This is an optimization exercise on Yosys and OpenROAD, whose aim is small area and a short achievable clock period, not a production implementation.
In this exercise RTL edits were held to simulation tests only and were not proved equivalent to the original.
The clock input has no modelled driver; a real chip could not lean on it and would need a root buffer or a full tree.
No activity file was given, so power comes from the tool's default toggle rates.

## run 1
Design FIR, start of the top module:
module FIR
#(
parameter data_in = 16,
parameter no_tap = 10
)
(
    input i_clk,
    input signed [data_in-1:0] i_serial_in ,
    input i_data_wr,
    output signed [2*data_in-1:0] o_data_out ,
    output o_data_rdy,
    input i_reset
    );
    reg [15:0] r [0:8];
    reg [15:0] hold;
    reg [25:0] acc;          
    reg        c1, c2, c3;
    reg [25:0] out;
    reg        rdy;
    reg        wr;           
    reg        ld;           
    reg  [3:0] lab;          
    reg  [3:0] k;            
    reg        e0;           
    reg        e1;           
    reg        repl;         
    reg        fls;          
    reg        zap;          
    reg sA256, sA16, sAh, sAl, sB4n, sBh, sB1;
    integer i;
    wire       wr_n  = !i_reset && i_data_wr && !wr;
    wire       wrq   = i_data_wr && !wr;                   
    wire [3:0] lab1  = (lab == 4'd8) ? 4'd0 : lab + 4'd1;
    wire [3:0] lab2  = (lab == 4'd7) ? 4'd0 : (lab == 4'd8) ? 4'd1 : lab + 4'd2;
    wire [3:0] lab_n = wr ? lab2 : lab1;
    wire [3:0] k_n   = wr ? 4'd1 : (k == 4'd11 ? 4'd11 : k + 4'd1);
    wire       e0_n  = e0 && !wr;
    wire       e1_n  = wr ? e0 : e1;
    wire       rd_n  = (k_n != 4'd0) && (k_n <= 4'd9);    
    wire       rr_n  = rd_n && !e1_n;                      
    wire [3:0] age_n = (lab_n == 4'd0) ? 4'd9 : lab_n;     
    always @(posedge i_clk) begin
        wr   <= wr_n;
        ld   <= wr_n && !e0;
        rdy  <= !i_reset && wr;
        lab  <= i_reset ? 4'd0 : lab_n;
        k    <= k_n;
        e0   <= i_reset || e0_n;
        e1   <= i_reset || e1_n;
        repl <= (lab_n == 4'd0) && (k_n >= 4'd2) && (k_n <= 4'd10);
        zap  <= e1_n && (lab_n != 4'd0);
        fls  <= (k_n == 4'd10) && !wrq;
        sA256<= rr_n && (age_n == 4'd3 || age_n == 4'd5 || age_n == 4'd9);
        sB4n <= rr_n && (age_n == 4'd3 || age_n == 4'd4 || age_n == 4'd5 ||
                         age_n == 4'd6 || age_n == 4'd9);
        sA16 <= rr_n && (age_n == 4'd4 || age_n == 4'd6);
  ...
Size in the first run: roughly 720 cells after synthesis, ~240 flip-flops, about 52 I/O pins, roughly 8400 um2 of cells after synthesis.
==> flow/config.mk <==
export PLATFORM = sky130hd
export DESIGN_NAME = FIR
export DESIGN_NICKNAME = FIR
export VERILOG_FILES = /design/flow/design.v
export SDC_FILE = /design/flow/constraint.sdc
export NUM_CORES = 4
export LEC_CHECK = 0
export CAP_MARGIN = 20
export CORE_MARGIN = 2
export CORE_UTILIZATION = 65
export PLACE_DENSITY = 0.75
export SLEW_MARGIN = 20
==> flow/constraint.sdc <==
create_clock -name core_clock -period 10.0 [get_ports {i_clk}]
set_input_delay 2.0000 -clock core_clock [delete_from_list [all_inputs] [get_ports {i_clk}]]
set_output_delay 2.0000 -clock core_clock [all_outputs]
set_load 0.01 [all_outputs]
standard.sh (not shown) runs the stock make flow with config.mk's settings and CLKGATE_MAP_FILE= SYNTH_SCRIPT=/design/flow/synth_recipe.tcl, a recipe that flattens the netlist after the stock synthesis.
==> flow/flow/run.sh <==
#!/bin/bash
# The standard layout (standard.sh: ORFS from synthesis to the routed
# layout, with the standard synthesis unchanged), with these changes to how
# the layout is made:
#  - repair_timing is asked to leave 7 ns of setup slack instead of 0, so it
#    keeps sizing the critical paths below the 10 ns clock;
#  - the port buffers that buffer_ports inserts are buf_2;
#  - clock tree synthesis uses a buf_16 root and buf_12 leaves in clusters of up to 30 registers,
#    inserts no dummy loads, and (flow/pre_cts.tcl) drives the leaf buffers
#    straight from the root buffer, without the H-tree level between them.
# Each tool's full output goes to ORFS's logs under orfs/logs; make's own
# output goes to make_finish.log in this folder.
set -euo pipefail
bash standard.sh SETUP_SLACK_MARGIN=7 \
  "BUFFER_PORTS_ARGS=-buffer_cell sky130_fd_sc_hd__buf_2" \
  "CTS_ARGS=-sink_clustering_enable -repair_clock_nets -dont_use_dummy_load -buf_list sky130_fd_sc_hd__buf_12 -root_buf sky130_fd_sc_hd__buf_16 -sink_clustering_size 30 -sink_clustering_max_diameter 80" \
  "PRE_CTS_TCL=$PWD/flow/pre_cts.tcl" \
  finish > make_finish.log 2>&1
==> flow/flow/pre_cts.tcl <==
# Wraps clock_tree_synthesis. TritonCTS builds a root buffer, one or more
# H-tree levels and leaf buffers; this connects the leaf buffers straight to
# the root buffer's output and deletes the H-tree level buffers, so every
# register's clock passes through the same two buffers (root, leaf) and the
# whole tree has less delay. No register's clock is delayed.
rename clock_tree_synthesis my_cts_orig
proc clock_tree_synthesis {args} {
  my_cts_orig {*}$args
  set block [ord::get_db_block]
  set removed 0
  foreach inst [$block getInsts] {
    set name [$inst getName]
    if {![regexp {^clkbuf_[1-9][0-9]*_[0-9]+__f_} $name]} continue
    set in_net [[$inst findITerm A] getNet]
    set out_net [[$inst findITerm X] getNet]
    foreach it [$out_net getITerms] {
      if {[$it getInst] != $inst} { $it disconnect; $it connect $in_net }
    }
    odb::dbInst_destroy $inst
    odb::dbNet_destroy $out_net
    incr removed
  }
  puts "pre_cts.tcl: removed $removed H-tree level clock buffers"
}
Setup changes, run 1 to run 2
-- flow/flow/run.sh --
<<< run 1, line 5
#  - repair_timing is asked to leave 7 ns of setup slack instead of 0, so it
>>> run 2, line 5
#  - repair_timing is asked to leave 7.2 ns of setup slack instead of 0, so it
<<< run 1, line 8
#  - clock tree synthesis uses a buf_16 root and buf_12 leaves in clusters of up to 30 registers,
>>> run 2, line 8
#  - clock tree synthesis uses a buf_16 root and buf_12 leaves in clusters of up to 25 registers,
<<< run 1, line 14
bash standard.sh SETUP_SLACK_MARGIN=7 \
>>> run 2, line 14
bash standard.sh SETUP_SLACK_MARGIN=7.2 \
<<< run 1, line 16
  "CTS_ARGS=-sink_clustering_enable -repair_clock_nets -dont_use_dummy_load -buf_list sky130_fd_sc_hd__buf_12 -root_buf sky130_fd_sc_hd__buf_16 -sink_clustering_size 30 -sink_clustering_max_diameter 80" \
>>> run 2, line 16
  "CTS_ARGS=-sink_clustering_enable -repair_clock_nets -dont_use_dummy_load -buf_list sky130_fd_sc_hd__buf_12 -root_buf sky130_fd_sc_hd__buf_16 -sink_clustering_size 25 -sink_clustering_max_diameter 70" \
Notes after the runs:
As of run 2, via count of the routed design had risen by a few percent compared to run 1. From run 1 to run 2, area fraction in compound gates after synthesis did not move at all. Diff run 1..run 2 | number of port buffers | unchanged. Number of global-route vias before repair was lower in the run labelled run 1. Looking at capturing element of the worst setup path, the o_data_out[25] result is from run 1; the o_data_out[30] one comes from run 2. Compared with run 1, run 2 shows area of all placed cells without fillers higher by about 5%. Against run 1, static leakage power in run 2 came out worse. Run 2 does worse than run 1 on first-pass GRT wire length.
Relative to run 2, the following input files were edited for run 3:
- CORE_UTILIZATION changed from 65 to 60
- PLACE_DENSITY changed from 0.75 to 0.7
-- flow/flow/run.sh --
<<< run 2, line 5
#  - repair_timing is asked to leave 7.2 ns of setup slack instead of 0, so it
>>> run 3, line 5
#  - repair_timing is asked to leave 7.1 ns of setup slack instead of 0, so it
<<< run 2, line 14
bash standard.sh SETUP_SLACK_MARGIN=7.2 \
>>> run 3, line 14
bash standard.sh SETUP_SLACK_MARGIN=7.1 \
==> comparison <==
Run 3 ends up with lower layout overhead on the synthesized area than run 2 does. The count of mapped cells out of synthesis of run 2 and that of run 3 are within noise of each other. Looking at met3 global-route usage, run 3 sits above run 2. In the flow results for run 3 and run 2, the post-route minimum period is larger on run 3. Looking at run 3 and run 2, the relative contribution of the clock network to total power is a wash. Run 3 gives less combinational group share of total power than run 2 did.
Edits applied to the flow inputs when going from run 3 to run 4:
- a change of CORE_UTILIZATION from 60 to 65
- a change of PLACE_DENSITY from 0.7 to 0.75
-- flow/flow/run.sh --
<<< run 3, line 5
#  - repair_timing is asked to leave 7.1 ns of setup slack instead of 0, so it
>>> run 4, line 5
#  - repair_timing is asked to leave 7 ns of setup slack instead of 0, so it
<<< run 3, line 14
bash standard.sh SETUP_SLACK_MARGIN=7.1 \
>>> run 4, line 14
bash standard.sh SETUP_SLACK_MARGIN=7 \
Notes after the runs:
- The setup skew after layout of run 4 falls short of that of run 3 by 0.023 ns.
- In the flow results for run 3 and run 4, the share of the clock period used by the worst path after layout is larger on run 3.
- Going from run 3 to run 4, overall die area decreased 7.4%, met2 layer usage reported by global route decreased 1.2 points.
- Run 3 reports its critical path's slowest cell as dfxtp_4 while run 4 reports dfxtp_2.
- The final layout from run 3, which completed every stage, passed the timing, design-rule and antenna checks at the end of the flow.
- Run 4 completed; timing, DRC and antenna clean
- Comparing run 3 and run 4, the higher worst slack after detailed placement was measured on run 4.
- Lower chip width was reported by run 4, not run 3.
- Summary of the comparison: count of cells along the worst register-to-register path is higher in run 4, relative to run 3.
- Min fmax across run 3 and run 4: run 3
- In run 4 relative to run 3, final routed wirelength across all metal layers had gone down by a few percent.
--- input diff run 4..run 5 ---
-- flow/flow/run.sh --
<<< run 4, line 5
#  - repair_timing is asked to leave 7 ns of setup slack instead of 0, so it
>>> run 5, line 5
#  - repair_timing is asked to leave 7.15 ns of setup slack instead of 0, so it
<<< run 4, line 14
bash standard.sh SETUP_SLACK_MARGIN=7 \
>>> run 5, line 14
bash standard.sh SETUP_SLACK_MARGIN=7.15 \
==> comparison <==
Summary of run 5 over run 4: global-route usage moved up, amount of wire on met2 after detailed routing went up about 11%, headroom to the max-slew limit increased 3.8 points, power drawn by the clock network moved up.
Comparing run 5 against run 4, there is no change at all in share of flip-flops with an asynchronous set or reset after synthesis.
Run 5 ended up with dfxtp_4 as its slowest cell on the critical path; run 4 ended up with dfxtp_2.
Compared with run 4, run 5 shows area taken by flip-flops and latches that has gone up slightly.

## what the ideal ports hide
The results above use ideal ports. As a check the final layouts listed here were re-extracted and re-timed, cells and wires unchanged.
Step 1 (the two cells are an assumption about what drives the block):
set clk [get_ports {i_clk}]
set_driving_cell -lib_cell sky130_fd_sc_hd__clkbuf_16 $clk
set_driving_cell -lib_cell sky130_fd_sc_hd__buf_2 [delete_from_list [all_inputs] $clk]
Step 2 also shifts input and output timing later by t, the mid clock arrival at the registers, as if the neighbouring blocks saw the same clock.
a / b / c = ideal ports / drivers / drivers and shift; a / b = the first two.
run	t (ns)	slack for setup (ns)	latest minus earliest clock arrival (ns)	worst register clock-pin slew, ns
run 1	0.388	7.083 / 7.038 / 7.138	0.032 / 0.032	0.11 / 0.11
run 2	0.390	7.121 / 7.075 / 7.208	0.054 / 0.054	0.10 / 0.10
run 3	0.392	7.082 / 7.034 / 7.119	0.058 / 0.058	0.10 / 0.10
run 4	0.401	7.105 / 7.057 / 7.134	0.028 / 0.028	0.10 / 0.10
run 5	0.388	7.125 / 7.080 / 7.212	0.050 / 0.050	0.10 / 0.10
After both steps every run listed still meets setup and hold.
